This design comes from an exercise in tuning for a short achievable clock period and few clock cycles on the open sky130 flow, not from production work.
In this exercise RTL edits were held to simulation tests only and were not proved equivalent to the original.
No activity file was given, so power comes from the tool's default toggle rates.

## design/flow/design.v

```verilog
module arm_core (
    input         clk,
    input         rst,
    output [7:0]  imem_addr,
    input  [31:0] imem_data,
    output [5:0]  dmem_addr,
    output [31:0] dmem_wdata,
    output        dmem_we,
    input  [31:0] dmem_rdata,
    output        wb_en,
    output [3:0]  wb_dest,
    output [31:0] wb_value
);
  localparam OP_MOV = 4'd0, OP_MVN = 4'd1, OP_ADD = 4'd2, OP_ADC = 4'd3,
             OP_SUB = 4'd4, OP_SBC = 4'd5, OP_AND = 4'd6, OP_ORR = 4'd7,
             OP_EOR = 4'd8;
  function cond_pass;
    input [3:0] c;
    input n, z, cf, v;
    begin
      case (c)
        4'b0000: cond_pass = z;
        4'b0001: cond_pass = ~z;
        4'b0010: cond_pass = cf;
        4'b0011: cond_pass = ~cf;
        4'b0100: cond_pass = n;
        4'b0101: cond_pass = ~n;
        4'b0110: cond_pass = v;
        4'b0111: cond_pass = ~v;
        4'b1000: cond_pass = cf & ~z;
        4'b1001: cond_pass = ~cf | z;
        4'b1010: cond_pass = (n == v);
        4'b1011: cond_pass = (n != v);
        4'b1100: cond_pass = ~z & (n == v);
        4'b1101: cond_pass = z & (n != v);
        4'b1110: cond_pass = 1'b1;
        default: cond_pass = 1'b0;
      endcase
    end
  endfunction
  reg  [7:0]  pc;
  reg         ir_valid;
  reg  [31:0] ir;
  reg  [7:0]  ir_pc;
  reg         ir_pred;
  reg  [15:0] ir_n_oh, ir_m_oh, ir_d_oh;
  reg  [3:0]  ir_sh_lo;
  reg  [7:0]  ir_sh_hi;
  reg         ir_lsr;
  reg         de_valid;
  reg  [3:0]  de_cond;
  reg         de_S, de_wb, de_ld, de_st, de_br, de_pred;
  reg         de_arith, de_sub, de_cin1, de_cinc, de_csub, de_csbc;
  reg         de_and, de_orr, de_eor, de_mov, de_mvn;
  reg  [3:0]  de_dest;
  reg  [31:0] de_a, de_b, de_sd;
  reg         de_sa_em, de_sa_mw, de_sa_de, de_sb_em, de_sb_mw, de_sb_de;
  reg         de_ss_em, de_ss_mw, de_ss_de;
  reg  [7:0]  de_target, de_fall;
  reg         em_wen, em_ld, em_st;
  reg  [3:0]  em_dest;
  reg  [31:0] em_val, em_valf, em_sd;
  reg         mw_wen;
  reg  [3:0]  mw_dest;
  reg  [31:0] mw_val;
  reg         fN, fZ, fC, fV;
  reg  [7:0]  pc_o;
  reg  [5:0]  em_addr;
  reg  [31:0] wb_val_o;
  reg  [31:0] rf [0:15];
  reg  [15:0] rf_v;
  wire [31:0] opA, opB, opAl, opBl;
  arm_fwd u_fa  (.s_em(de_sa_em), .s_mw(de_sa_mw), .s_de(de_sa_de),
                 .em(em_valf), .mw(mw_val), .de(de_a), .y(opA));
  arm_fwd u_fb  (.s_em(de_sb_em), .s_mw(de_sb_mw), .s_de(de_sb_de),
                 .em(em_valf), .mw(mw_val), .de(de_b), .y(opB));
  arm_fwd u_fal (.s_em(de_sa_em), .s_mw(de_sa_mw), .s_de(de_sa_de),
                 .em(em_valf), .mw(mw_val), .de(de_a), .y(opAl));
  arm_fwd u_fbl (.s_em(de_sb_em), .s_mw(de_sb_mw), .s_de(de_sb_de),
                 .em(em_valf), .mw(mw_val), .de(de_b), .y(opBl));
  wire [31:0] opS = ({32{de_ss_em}} & em_val) | ({32{de_ss_mw}} & mw_val) | ({32{de_ss_de}} & de_sd);
  wire e_cond = cond_pass(de_cond, fN, fZ, fC, fV);
  wire e_act  = de_valid & e_cond;
  wire e_cin  = de_cin1 | (de_cinc & fC);
  wire [31:0] bx  = {32{de_sub}} ^ opB;
  wire [32:0] sum = {1'b0, opA} + {1'b0, bx} + {32'b0, e_cin};
  wire [31:0] lres = ({32{de_and}} & (opAl & opBl)) | ({32{de_orr}} & (opAl | opBl)) |
                     ({32{de_eor}} & (opAl ^ opBl)) | ({32{de_mov}} & opBl) |
                     ({32{de_mvn}} & ~opBl);
  wire [31:0] res  = de_arith ? sum[31:0] : lres;
  wire [31:0] bxl = {32{de_sub}} ^ opBl;
  wire [31:0] zx = opAl ^ bxl;
  wire [31:0] zk = {opAl[30:0] | bxl[30:0], e_cin};
  wire zsum = &(zx ~^ zk);
  wire z_d = de_arith ? &(opAl ~^ opBl) : ~|lres;
  wire nN = res[31];
  wire nZ = de_arith ? zsum : ~|lres;
  wire nC = de_arith & (de_csub ? (opA[31] ^ ~opB[31] ^ sum[32]) :
                        de_csbc ? ~sum[32] : sum[32]);
  wire nV = de_arith & (opA[31] ~^ bx[31]) & (sum[31] ^ opA[31]);
  wire e_wen      = e_act & de_wb;
  wire e_taken    = e_act & de_br;
  wire e_redirect = de_valid & de_br & (e_taken != de_pred);
  wire [7:0] e_rpc = e_taken ? de_target : de_fall;
  wire [3:0] d_cond = ir[31:28];
  wire [1:0] d_mode = ir[27:26];
  wire       d_I    = ir[25];
  wire [3:0] d_opc  = ir[24:21];
  wire       d_Sb   = ir[20];
  wire [3:0] d_rn   = ir[19:16];
  wire [3:0] d_rd   = ir[15:12];
  wire [3:0] d_rm   = ir[3:0];
  wire [4:0] d_sha  = ir[11:7];
  reg  [3:0] d_op;
  reg        d_usea;
  always @(*) begin
    d_usea = 1'b1;
    case (d_opc)
      4'b1101: begin d_op = OP_MOV; d_usea = 1'b0; end
      4'b1111: begin d_op = OP_MVN; d_usea = 1'b0; end
      4'b0100: d_op = OP_ADD;
      4'b0101: d_op = OP_ADC;
      4'b0010: d_op = OP_SUB;
      4'b0110: d_op = OP_SBC;
      4'b0000: d_op = OP_AND;
      4'b1100: d_op = OP_ORR;
      4'b0001: d_op = OP_EOR;
      4'b1010: d_op = OP_SUB;
      4'b1000: d_op = OP_AND;
      default: begin d_op = OP_MOV; d_usea = 1'b0; end
    endcase
  end
  wire d_dp  = (d_mode == 2'b00);
  wire d_mem = (d_mode == 2'b01);
  wire d_ld  = d_mem & d_Sb;
  wire d_st  = d_mem & ~d_Sb;
  wire d_br  = (d_mode == 2'b10);
  wire d_wb  = (d_dp & ~(d_opc == 4'b1010 || d_opc == 4'b1000)) | d_ld;
  wire d_S   = d_dp & d_Sb;
  wire d_use_a  = (d_dp | d_mem) & d_usea;
  wire d_use_m  = d_dp & ~d_I;                
  wire d_shift  = d_use_m & (d_sha != 5'd0);  
  wire d_braw   = d_use_m & (d_sha == 5'd0);  
  wire d_use_s  = d_st;                       
  wire em_hit_m = em_wen & (em_dest == d_rm);
  wire [511:0] rf_flat;
  genvar gr;
  generate
    for (gr = 0; gr < 16; gr = gr + 1) begin : g_rf
      assign rf_flat[gr*32 +: 32] = rf[gr];
    end
  endgenerate
  wire [31:0] rd_n, rd_d;
  arm_rfread u_rd_n (.sel(ir_n_oh & rf_v), .regs(rf_flat), .y(rd_n));
  arm_rfread u_rd_d (.sel(ir_d_oh & rf_v), .regs(rf_flat), .y(rd_d));
  wire [31:0] rd_m;
  arm_rfread_x u_rd_m (.sel(ir_m_oh & rf_v & {16{~em_hit_m}}), .regs(rf_flat),
                       .sx(em_hit_m), .x(em_val), .y(rd_m));
  wire [31:0] imm8 = {24'b0, ir[7:0]};
  wire [4:0]  rot  = {ir[11:8], 1'b0};
  wire [31:0] imm_rot = (imm8 >> rot) | (imm8 << (6'd32 - {1'b0, rot}));
  wire [31:0] shifted;
  wire d_regop = d_dp & ~d_I;
  arm_shift u_shift (.x(rd_m), .lo_l(ir_sh_lo & {4{~ir_lsr}}), .lo_r(ir_sh_lo & {4{ir_lsr}}),
                     .hi_l(ir_sh_hi & {8{~ir_lsr & d_regop}}), .hi_r(ir_sh_hi & {8{ir_lsr & d_regop}}), .y(shifted));
  wire [31:0] d_imm = d_mem ? {20'b0, ir[11:0]} : (d_dp & d_I) ? imm_rot : 32'b0;
  wire [31:0] d_b = shifted | d_imm;
  wire [7:0] d_pc1 = ir_pc + 8'd1;
  wire [7:0] d_tgt = d_pc1 + ir[7:0];
  wire z_after = (e_act & de_S) ? nZ : fZ;
  wire d_tk = cond_pass(d_cond, fN, z_after, fC, fV);
  wire d_known = ir_valid & d_br & (~(de_valid & de_S) |
                 ((d_cond[3:1] == 3'b000) & (~de_arith | de_csub)));
  wire d_tk1 = cond_pass(d_cond, fN, 1'b1, fC, fV);
  wire d_tk0 = cond_pass(d_cond, fN, 1'b0, fC, fV);
  wire d_rbase = d_known & ~e_redirect;
  wire d_redirect;
  arm_zsel u_zsel (.z(z_d), .es(e_act & de_S), .zq(fZ),
                   .r1(d_rbase & (d_tk1 != ir_pred)), .r0(d_rbase & (d_tk0 != ir_pred)),
                   .y(d_redirect));
  wire d_pred = d_known ? d_tk : ir_pred;
  wire de_wpot = de_valid & de_wb;
  wire hz_ld = de_wpot & de_ld &
               ((d_use_a & (de_dest == d_rn)) |
                (d_braw  & (de_dest == d_rm)) |
                (d_use_s & (de_dest == d_rd)));
  wire hz_sh = d_shift & ((de_wpot & (de_dest == d_rm)) |
                          (em_wen & em_ld & (em_dest == d_rm)));
  wire d_stall = ir_valid & (hz_ld | hz_sh);
  wire f_a_em = e_wen & (de_dest == d_rn);
  wire f_a_mw = ~f_a_em & em_wen & (em_dest == d_rn);
  wire f_b_em = d_braw & e_wen & (de_dest == d_rm);
  wire f_b_mw = ~f_b_em & d_braw & em_wen & (em_dest == d_rm);
  wire f_s_em = e_wen & (de_dest == d_rd);
  wire f_s_mw = ~f_s_em & em_wen & (em_dest == d_rd);
  wire [3:0] f_cond = imem_data[31:28];
  wire       f_br   = (imem_data[27:25] == 3'b101);
  wire       f_go = ~e_redirect & ~d_stall;
  wire       f_pred = f_br & ((f_cond == 4'b1110) | ((f_cond != 4'b1111) & imem_data[23]));
  wire       f_pred_go = f_pred & f_go;
  wire [7:0] pc1 = pc + 8'd1;
  wire [7:0] f_target;
  arm_add8 u_tadd (.a(pc1), .b(imem_data[7:0]), .y(f_target));
  wire [7:0] d_rpc = ir_pred ? d_pc1 : d_tgt;   
  wire [7:0] pc_alt0 = e_redirect ? e_rpc : d_stall ? pc : pc1;
  wire [7:0] pc_f, pc_next, pc_f_o, pc_next_o;
  arm_mux8 u_pcsel  (.sel(f_pred_go), .a(f_target), .b(pc_alt0), .y(pc_f));
  arm_mux8 u_dsel   (.sel(d_redirect), .a(d_rpc), .b(pc_f), .y(pc_next));
  arm_mux8 u_pcselo (.sel(f_pred_go & ~rst), .a(f_target), .b(pc_alt0 & {8{~rst}}), .y(pc_f_o));
  arm_mux8 u_dselo  (.sel(d_redirect), .a(d_rpc & {8{~rst}}), .b(pc_f_o), .y(pc_next_o));
  assign imem_addr = pc_o;
  always @(posedge clk or posedge rst) begin
    if (rst) begin
      pc <= 8'd0;
      ir_valid <= 1'b0;
    end else begin
      pc <= pc_next;
      if (e_redirect | d_redirect) ir_valid <= 1'b0;
      else if (!d_stall) ir_valid <= 1'b1;
    end
  end
  always @(posedge clk) begin
    if (!d_stall) begin
      ir <= imem_data; ir_pc <= pc; ir_pred <= f_pred;
      ir_n_oh  <= 16'b1 << imem_data[19:16];
      ir_m_oh  <= 16'b1 << imem_data[3:0];
      ir_d_oh  <= 16'b1 << imem_data[15:12];
      ir_sh_lo <= 4'b1 << imem_data[8:7];
      ir_sh_hi <= 8'b1 << imem_data[11:9];
      ir_lsr   <= (imem_data[6:5] == 2'b01);
    end
  end
  always @(posedge clk or posedge rst) begin
    if (rst) de_valid <= 1'b0;
    else     de_valid <= ir_valid & ~d_stall & ~e_redirect & (d_dp | d_mem | d_br);
  end
  always @(posedge clk) begin
      de_cond <= d_cond; de_S <= d_S; de_wb <= d_wb;
      de_ld <= d_ld; de_st <= d_st; de_br <= d_br; de_pred <= d_pred;
      de_arith <= (d_op == OP_ADD) | (d_op == OP_ADC) | (d_op == OP_SUB) | (d_op == OP_SBC);
      de_sub   <= (d_op == OP_SUB) | (d_op == OP_SBC);
      de_cin1  <= (d_op == OP_SUB);
      de_cinc  <= (d_op == OP_ADC) | (d_op == OP_SBC);
      de_csub  <= (d_op == OP_SUB);
      de_csbc  <= (d_op == OP_SBC);
      de_and <= (d_op == OP_AND); de_orr <= (d_op == OP_ORR); de_eor <= (d_op == OP_EOR);
      de_mov <= (d_op == OP_MOV); de_mvn <= (d_op == OP_MVN);
      de_dest <= d_rd;
      de_a <= rd_n; de_b <= d_b; de_sd <= rd_d;
      de_sa_em <= f_a_em; de_sa_mw <= f_a_mw; de_sa_de <= ~f_a_em & ~f_a_mw;
      de_sb_em <= f_b_em; de_sb_mw <= f_b_mw; de_sb_de <= ~f_b_em & ~f_b_mw;
      de_ss_em <= f_s_em; de_ss_mw <= f_s_mw; de_ss_de <= ~f_s_em & ~f_s_mw;
      de_target <= d_tgt;
      de_fall <= d_pc1;
  end
  always @(posedge clk or posedge rst) begin
    if (rst) begin
      em_wen <= 1'b0; em_ld <= 1'b0;
      fN <= 1'b0; fZ <= 1'b0; fC <= 1'b0; fV <= 1'b0;
    end else begin
      em_wen <= e_wen;
      em_ld  <= e_act & de_ld;
      if (e_act & de_S) begin
        fN <= nN; fZ <= nZ; fC <= nC; fV <= nV;
      end
    end
  end
  always @(posedge clk) begin
    pc_o <= pc_next_o;
  end
  always @(posedge clk) begin
    em_addr  <= {6{de_ld | de_st}} & res[7:2];
    wb_val_o <= m_val;
  end
  always @(posedge clk) begin
    em_st   <= e_act & de_st;
    mw_wen  <= em_wen;
    em_dest <= de_dest;
    em_valf <= res;
    if (e_act) em_val <= res;
    em_sd   <= opS;
    mw_dest <= em_dest;
    if (em_wen) mw_val <= m_val;
  end
  wire [31:0] m_val = em_ld ? dmem_rdata : em_val;
  always @(posedge clk or posedge rst) begin
    if (rst) rf_v <= 16'b0;
    else if (em_wen) rf_v[em_dest] <= 1'b1;
  end
  always @(posedge clk) begin
    if (em_wen) rf[em_dest] <= m_val;
  end
  assign dmem_addr  = em_addr;
  assign dmem_wdata = em_sd;
  assign dmem_we    = em_st;
  assign wb_en    = mw_wen;
  assign wb_dest  = mw_dest;
  assign wb_value = wb_val_o;
endmodule
module arm_add8 (
    input  [7:0] a,
    input  [7:0] b,
    output [7:0] y
);
  assign y = a + b;
endmodule
module arm_mux8 (
    input        sel,
    input  [7:0] a,
    input  [7:0] b,
    output [7:0] y
);
  assign y = sel ? a : b;
endmodule
module arm_rfread (
    input  [15:0]  sel,
    input  [511:0] regs,
    output [31:0]  y
);
  reg [31:0] acc;
  integer k;
  always @(*) begin
    acc = 32'b0;
    for (k = 0; k < 16; k = k + 1)
      acc = acc | ({32{sel[k]}} & regs[k*32 +: 32]);
  end
  assign y = acc;
endmodule
module arm_shift (
    input  [31:0] x,
    input  [3:0]  lo_l,
    input  [3:0]  lo_r,
    input  [7:0]  hi_l,
    input  [7:0]  hi_r,
    output [31:0] y
);
  reg [31:0] s1, s2;
  integer j;
  always @(*) begin
    s1 = 32'b0;
    for (j = 0; j < 4; j = j + 1)
      s1 = s1 | ({32{lo_l[j]}} & (x << j)) | ({32{lo_r[j]}} & (x >> j));
    s2 = 32'b0;
    for (j = 0; j < 8; j = j + 1)
      s2 = s2 | ({32{hi_l[j]}} & (s1 << (4*j))) | ({32{hi_r[j]}} & (s1 >> (4*j)));
  end
  assign y = s2;
endmodule
module arm_fwd (
    input         s_em,
    input         s_mw,
    input         s_de,
    input  [31:0] em,
    input  [31:0] mw,
    input  [31:0] de,
    output [31:0] y
);
  assign y = ({32{s_em}} & em) | ({32{s_mw}} & mw) | ({32{s_de}} & de);
endmodule
module arm_zsel (
    input  z,
    input  es,
    input  zq,
    input  r1,
    input  r0,
    output y
);
  wire rq = zq ? r1 : r0;
  wire a1 = es ? r1 : rq;
  wire a0 = es ? r0 : rq;
  assign y = z ? a1 : a0;
endmodule
module arm_rfread_x (
    input  [15:0]  sel,
    input  [511:0] regs,
    input          sx,
    input  [31:0]  x,
    output [31:0]  y
);
  reg [31:0] acc;
  integer k;
  always @(*) begin
    acc = {32{sx}} & x;
    for (k = 0; k < 16; k = k + 1)
      acc = acc | ({32{sel[k]}} & regs[k*32 +: 32]);
  end
  assign y = acc;
endmodule
```

## design/flow/flow/run.sh

```bash
#!/bin/bash
set -euo pipefail
cd "$(dirname "$0")/.."
bash standard.sh SETUP_SLACK_MARGIN=${MARGIN:-11.6} GPL_TIMING_DRIVEN=1 \
  "BUFFER_PORTS_ARGS=-buffer_cell sky130_fd_sc_hd__buf_4" \
  "CTS_ARGS=-sink_clustering_enable -repair_clock_nets -sink_clustering_size 30 -sink_clustering_max_diameter 100 -distance_between_buffers 1000 -branching_point_buffers_distance 1000" \
  finish > standard.log 2>&1
```

## design/flow/standard.sh

```bash
#!/bin/bash
# synth_recipe.tcl (not shown) runs the flow's synth.tcl, then flattens the netlist and writes it again
# the make line also repeats each setting of config.mk as NAME=value (left out here)
make -C /OpenROAD-flow-scripts/flow DESIGN_CONFIG=/design/flow/config.mk WORK_HOME=/design/flow/orfs CLKGATE_MAP_FILE= SYNTH_SCRIPT=/design/flow/synth_recipe.tcl "${@:-finish}"
```

## design/flow/config.mk

```make
export PLATFORM = sky130hd
export DESIGN_NAME = arm_core
export DESIGN_NICKNAME = arm_core
export VERILOG_FILES = /design/flow/design.v
export SDC_FILE = /design/flow/constraint.sdc
export NUM_CORES = 4
export LEC_CHECK = 0
export CAP_MARGIN = 20
export CORE_MARGIN = 2
export CORE_UTILIZATION = 45
export PLACE_DENSITY = 0.62
export SLEW_MARGIN = 20
export SYNTH_HIERARCHICAL = 1
export SYNTH_MINIMUM_KEEP_SIZE = 0
```

## design/flow/constraint.sdc

```tcl
create_clock -name core_clock -period 16.0 [get_ports {clk}]
set_input_delay 3.2000 -clock core_clock [delete_from_list [all_inputs] [get_ports {clk}]]
set_output_delay 3.2000 -clock core_clock [all_outputs]
set_load 0.01 [all_outputs]
```

==> impl_metrics.toml, run 1 <==
[outcome]
status = "timing/DRC/antenna clean"

[die]
io-pin-count = 150
coreArea_um2 = 112700
die_h_um = 341.4
rows = 123
start_util_pct = 45.46
die_x_um = 341.4
dieArea_um2 = 116500

[clock_network]
clock_sinks = 980
postCtsHoldBufs = 0
h-tree-depth = 2
clkLatencyLatePin_ns = 0.71
cts_tree = "done"
clk_pin_slew_worst_paths_ns = 0.11
cts_buffers = 43
clk_path_buf_depth = 3
cts_root_buf = "clkbuf_16"

[global_route]
grt_max_degree = 74
grtUsageMet2_pct = 49.89
grt_pass1_wl_um = 292800
met3_usage_pct = 12.71
use_met1_pct = 45.05
grt_pass1_vias = 40410
antenna_found_initial = 8
grt_usage_pct = 34.80
grt_busiest_layer = "met2"
grt_overflow = 0

[placement]
place.gp.congestion = 0.9615
pre_cts_ws_ns = 10.28
hpwl_um = 126200
io_buffers = 149

[power_and_ir_drop]
p_sw_share_pct = 33.28
leakagePower_uw = 0.02141
clkPwrFrac_pct = 22.8
power-per-cell-area_nw_per_um2 = 111.8
ir_worst_vdd_mv = 0.08174
p_seq_share_pct = 50.4
p_comb_share_pct = 26.8
p_int_uw = 4224
switching_power_uw = 2107

[worst_setup_path]
cp.arrival_ns = 5.01
worstSetupPathType = "in -> reg"
critical_path.max_fanout = 8
cp.required_ns = 16.57
end_kind = "register"
cp_common_cell = "mux2_4"
cp-start-kind = "input port"
max_stage_delay_ns = 0.31
cp_slowest_cell = "mux2_4"
crit_chain = "buf_8 -> nand3_4 -> nor2_4 -> a21oi_4 -> nor3_4 -> nor3b_4 -> buf_6 -> and2_4 -> mux2_4 -> mux2_4"

[timing]
rsz0062_at_grt = "true"
fin_ws_ns = 11.56
worstMarginPinSlew_ns = 1.220
drv_slew = 0
timing.final.crit_share_pct = 27.74
max_freq_mhz = 225.3
slew_headroom_pct = 18.67
post-route-min-period_ns = 4.439
setup_tns_ns = 0
clock_skew_ns = 0.05898
hold_violations = 0
setup_viol = 0

[yosys]
synthArstFlopShare_pct = 3.265
synth-main-ff-cell = "edfxtp_1"
syn_nets = 4538
yosys-top-cells-area = "edfxtp_1, dfxtp_1, a221oi_1"
ys.warnings.count = 10
yosysTopAreaCellShare_pct = 39.75
synth.avg_cell_area_um2 = 11.86
syn_inst = 4317
synth_seq_area_share_pct = 51.87
synth_edf_count = 678
synth_top_area_cell = "edfxtp_1"
synth_area_um2 = 51220
ys_seq_elements = 980
synthDistinctLibCells = 98

[worst_hold_path]
hp-class = "reg -> reg"

[layout]
nNetsFinal = 4613
areaGrowthSynthToFinish_pct = 10.57
drive_above_1_share_pct = 16.69
final_cell_mix = "edfxtp_1, a22oi_1, a22o_1"
final_common_cell = "edfxtp_1"
fillers = 9912

[route]
avgViaCountPerCell = 7.427
first_pass_iters = 14
ant_nets = 0
routedWlPerCell_um = 36.10
vias = 44040
drc = 0
drt_iter0_drc = 9101
routed_wl_um = 214100

[run]
cap_violations = 0
-- routing by layer --
layer	wire (um)	vias to the layer above	part of all wire [%]
li1	-	17740	-
met1	76720	21240	36
met2	87930	4103	41
met3	33930	943	16
met4	15340	10	7.2
met5	152	-	0.071
-- what timing repair did --
item / CTS / global route
endpoints found under the setup margin: 78 / 121
gates resized for setup: 105 / 144
pin swaps: 23 / 99
buffers inserted: 24 / 74
cloned: 0 / 9
-- per-module statistics from Yosys (local to each module, per instance) --
| module | cells | cell area, um2 | times used |
|---|---|---|---|
| arm_add8 | 42 | 331.6 | 1 |
| arm_core | 2531 | 37430 | 1 |
| arm_fwd | 73 | 504.2 | 4 |
| arm_mux8 | 9 | 131.4 | 4 |
| arm_rfread | 336 | 2809 | 2 |
| arm_rfread_x | 403 | 2942 | 1 |
| arm_shift | 339 | 2335 | 1 |
| arm_zsel | 2 | 21.27 | 1 |
-- synth_stat cells, drive strengths merged, types with 9 or more instances --
cell / n
a2111oi: 9
a211oi: 16
a21o: 25
a21oi: 97
a221oi: 333
a222oi: 233
a22o: 300
a22oi: 320
a31oi: 10
and2: 100
and3: 68
buf: 146
clkbuf: 169
dfrtp: 32
dfxtp: 270
edfxtp: 678
ha: 151
inv: 276
mux2: 78
mux2i: 34
nand2: 119
nand2b: 29
nand3: 95
nand4: 115
nor2: 102
nor2b: 31
nor3: 54
nor3b: 11
nor4: 30
o211ai: 19
o21a: 11
o21ai: 61
o21bai: 26
xnor2: 122
xor2: 68
-- area by class of cell --
class,count,area (um2),share of cell area [%]
Antenna cell,3,7.507,0.01326
Multi-Input combinational cell,2749,22640,39.97
Sequential cell,980,26630,47.02
Clock buffer,66,1205,2.128
Clock inverter,14,234.0,0.4132
Timing Repair Buffer,341,2998,5.294
Inverter,277,1046,1.847
Tap cell,1500,1877,3.314
-- path summary, 6_finish.rpt --
path / start / end / slack, ns / cells after the start
worst min-delay path: de_dest[3] / em_dest[3] / 0.43 / 0
worst max register to register: ir[3] / de_b[19] / 11.60 / 15
min in group asynchronous: rst / rf_v[13] / 2.65 / 3
max in group asynchronous: rst / em_ld / 12.87 / 3
worst min register to register: de_dest[3] / em_dest[3] / 0.43 / 0
worst max-delay path: imem_data[30] / pc_o[7] / 11.56 / 10
-- sequential cells by signal (all words and copies together) (netlist names), 16 cells and up --
register and count:
ir_d_oh 16, de_sd 32, ir_n_oh 16, em_valf 32
wb_val_o 32, mw_val 32, em_sd 32, em_val 32
de_b 32, ir_m_oh 16, de_a 32, rf 512
ir 32, rf_v 16
-- worst max-delay path: cells and delay by family --
| kind | cells | cell delay [ns] |
|---|---|---|
| buffers and inverters | 2 | 0.23 |
| multiplexers | 2 | 0.57 |
| AND/OR/NAND/NOR | 5 | 0.95 |
| AO/OA/AOI/OAI | 1 | 0.05 |
-- kinds of logic (layout without fill, tap and decap cells) --
group,Yosys count,in the layout,share of synthesized area (%)
mux,113,115,2.721
xor+xnor,190,190,3.278
other cells,0,3,0
simple gates,777,779,8.277
fa+ha+maj,155,155,3.845
buf+inv,592,698,5.570
flops,980,980,51.87
compound gates,1510,1510,24.44
-- power groups by stage --
stage               Combinational (uW)  Clock [uW]  Sequential [uW]
CTS                               1580        1460             3180
finish                            1690        1440             3190
floorplan                         1020           0             3150
global placement                  1520           0             3230
global route                      1800        1540             3210
detailed placement                1540           0             3230
-- metrics by stage --
step           hold slack (ns)  cells  cell area, um2  utilization, %  total power (uW)
2_1_floorplan           0.3258   4317           51250               -              4168
3_3_place_gp            0.4222   5740           53200           47.23              4754
3_5_place_dp            0.4214   5740           53200           47.23              4773
4_1_cts                 0.4284   5844           55240           49.03              6212
5_1_grt                 0.4398   5927           56620           50.26              6537
6_report                0.4256   5930           56630           50.27              6332
Testbench counts, summed over its fixed seeds: cycles 29,142.
==> run 2, diff against run 1 <==
==> design/flow/flow/run.sh (replaced) <==
#!/bin/bash
set -euo pipefail
cd "$(dirname "$0")/.."
bash standard.sh SETUP_SLACK_MARGIN=${MARGIN:-11.6} GPL_TIMING_DRIVEN=1 \
  "BUFFER_PORTS_ARGS=-buffer_cell sky130_fd_sc_hd__buf_4" finish > standard.log 2>&1
==> run 2 against run 1 <==
  * Register-to-register slack improved by 0.03 ns
  * Clock power up 69%
  * Highest routed layer unchanged
  * Synthesized cell count did not move
  * Area after synthesis is the same
  * Maximum frequency rose by 0.30%
  * Die area unchanged
  * Utilization grew 1.6 points
  * Largest cell class unchanged
  * Still clean
  * Critical path type unchanged
  * Hold slack lost 0.0027 ns
  * Combinational power about the same
==> impl_metrics.toml, run 2 <==
[layout]
fillers = 9769
final_common_cell = "edfxtp_1"
final_area_um2 = 58430
largest_reg_flops = 512
drive_above_1_share_pct = 18.26
utilization_pct = 51.87
nNetsFinal = 4670
areaGrowthSynthToFinish_pct = 14.08
final_cell_mix = "edfxtp_1, a22oi_1, a221oi_1"
regMostFlops = "rf"

[clock_network]
clk_pin_slew_worst_paths_ns = 0.06
cts_tree = "done"
clkLatencyLatePin_ns = 0.72
cts_buffers = 104
cts_root_buf = "clkbuf_16"
clk_path_buf_depth = 3
clock_sinks = 980
h-tree-depth = 3

[power_and_ir_drop]
leakagePower_uw = 0.02235
ir_worst_vdd_mv = 0.09336
power-per-cell-area_nw_per_um2 = 125.4

[placement]
hpwl_um = 126200
pre_cts_ws_ns = 10.28
io_buffers = 149
place.gp.congestion = 0.9615
placedInstanceArea_um2 = 53200

[route]
drc = 0
drt_iter0_drc = 9615
routedWlPerCell_um = 35.58
first_pass_iters = 14
avgViaCountPerCell = 7.379
ant_nets = 0
routed_wl_um = 215000
vias = 44590

[yosys]
syn_nets = 4538
yosysMostFrequentCell = "edfxtp_1"
synthArstFlopShare_pct = 3.265
synthDistinctLibCells = 98
yosys-top-cells-area = "edfxtp_1, dfxtp_1, a221oi_1"
synth-main-ff-cell = "edfxtp_1"
synth_top_area_cell = "edfxtp_1"
synth_common_cells = "edfxtp_1, a22oi_1, a221oi_1"
ys.warnings.count = 10
synth_area_um2 = 51220
synth.avg_cell_area_um2 = 11.86
synth_edf_count = 678
ys_seq_elements = 980
syn_inst = 4317
yosysTopAreaCellShare_pct = 39.75
synth_seq_area_share_pct = 51.87

[timing]
drv_slew = 0
worstMarginPinSlew_ns = 1.250
hold_violations = 0
rsz0062_at_grt = "true"
slew_headroom_pct = 16.69
setup_viol = 0
fin_ws_ns = 11.57
clock_skew_ns = 0.04225
max_freq_mhz = 226.0
hold_ws_ns = 0.4229
timing.final.crit_share_pct = 27.66
setup_tns_ns = 0
post-route-min-period_ns = 4.426

[worst_setup_path]
cp.arrival_ns = 5.00
cp.required_ns = 16.57
cp-start-kind = "input port"
critical_path.max_fanout = 8
worstSetupPathType = "in -> reg"
rr_startpoint = "de_sb_mw"
end_kind = "register"
cp-startpoint = "imem_data[30]"

[worst_hold_path]
hp-class = "reg -> reg"
min_from = "de_dest[3]"

[global_route]
grt_max_degree = 74
grt_pass1_vias = 41270
grt_overflow = 0
grt_pass1_wl_um = 295600
grt_usage_pct = 35.12
antenna_found_initial = 9

[die]
die_h_um = 341.4
start_util_pct = 45.46
coreArea_um2 = 112700
rows = 123
io-pin-count = 150
dieArea_um2 = 116500
die_x_um = 341.4

[run]
cap_violations = 0

[outcome]
status = "timing/DRC/antenna clean"
## run 2: path summary, 6_finish.rpt
| check | to | depth (start not counted) | slack [ns] |
|---|---|---|---|
| max in group asynchronous | em_wen | 3 | 12.87 |
| worst max register to register | pc_o[0] | 15 | 11.63 |
| worst max-delay path | pc_o[0] | 10 | 11.57 |
| min in group asynchronous | rf_v[10] | 3 | 2.67 |
| worst min register to register | em_dest[3] | 0 | 0.42 |
| worst min-delay path | em_dest[3] | 0 | 0.42 |
## run 2: per-layer routing
metal | up-vias | track usage [%] | share of wire [%]
li1 | 17940 | - | -
met1 | 21470 | 45.34 | 36
met2 | 4135 | 49.56 | 41
met3 | 1031 | 13.21 | 16
met4 | 12 | 21.74 | 7.4
met5 | - | 0.6536 | 0.10
## run 2: kinds of logic after synthesis
group	count (synthesis)	synth area share (%)
buffers and inverters	592	5.570
xor gates and xnor gates	190	3.278
adders and majority gates	155	3.845
and+or+nand+nor	777	8.277
DFF	980	51.87
AOI/OAI and AO/OA	1510	24.44
muxes	113	2.721
## run 2: where the power goes
group / leakage, uW / internal, uW / switching, uW
clock: 0.00169 / 1380 / 1060
combinational: 0.0116 / 662 / 1030
sequential: 0.00903 / 2990 / 208
## run 2: per-module statistics from Yosys (local to each module, per instance)
| module | cells | times used |
|---|---|---|
| arm_core | 2531 | 1 |
| arm_add8 | 42 | 1 |
| arm_fwd | 73 | 4 |
| arm_mux8 | 9 | 4 |
| arm_rfread | 336 | 2 |
| arm_rfread_x | 403 | 1 |
| arm_zsel | 2 | 1 |
| arm_shift | 339 | 1 |
## run 2: metrics by stage
stage	total power [uW]	std cells
global route	7549	6039
floorplan	4168	4317
detailed placement	4773	5740
finish	7324	6042
CTS	7220	5974
global placement	4754	5740
## run 2: critical path: stages
cell	delay [ns]
buf_8	0.08
nand3_4	0.09
nor2_4	0.12
a21oi_4	0.05
nor3_4	0.22
nor3b_4	0.23
buf_6	0.16
and2_4	0.26
mux2_4	0.32
mux2_4	0.27
## run 2: layout make-up
| cell class | count | area, um2 | area share (%) |
|---|---|---|---|
| antenna | 3 | 7.507 | 0.01285 |
| inverter | 277 | 1046 | 1.790 |
| multi-input combinational | 2750 | 22580 | 38.64 |
| timing repair buffer | 336 | 2878 | 4.925 |
| clock buffer | 141 | 2990 | 5.118 |
| clock inverter | 55 | 437.9 | 0.7495 |
| sequential | 980 | 26610 | 45.55 |
| tap | 1500 | 1877 | 3.212 |
## run 2: what timing repair did
| item | in CTS | in global routing |
|---|---|---|
| gates resized for setup | 90 | 112 |
| pin swaps | 32 | 87 |
| hold buffers | 0 | 0 |
| setup endpoints to repair | 71 | 130 |
| cloned | 2 | 8 |
| buffers inserted | 36 | 57 |
| endpoints found under the hold margin | 0 | 0 |

==> what the ideal ports hide <==
The results above use ideal ports. As a check the final layouts listed here were re-extracted and re-timed, cells and wires unchanged.
Step 1 sets driving cells, clkbuf_16 on the clock port and buf_2 on the other inputs (assumed; they add their load-dependent delay and slew).
Step 2 also shifts input and output timing later by t, the mid clock arrival at the registers, as if the neighbouring blocks saw the same clock.
a / b / c = no drivers / after step 1 / after step 2; a / b = the first two.
run	t (ns)	slack for setup (ns)	hold slack, ns
run 1	0.761	11.561 / 11.509 / 10.824	0.426 / 0.426 / 0.426
run 2	0.780	11.574 / 11.533 / 10.819	0.423 / 0.423 / 0.423
After both steps setup and hold are still met in every run listed. The setup slack of run 2, which loses most, moves by -0.041 ns with the drivers and by -0.755 ns with both steps.
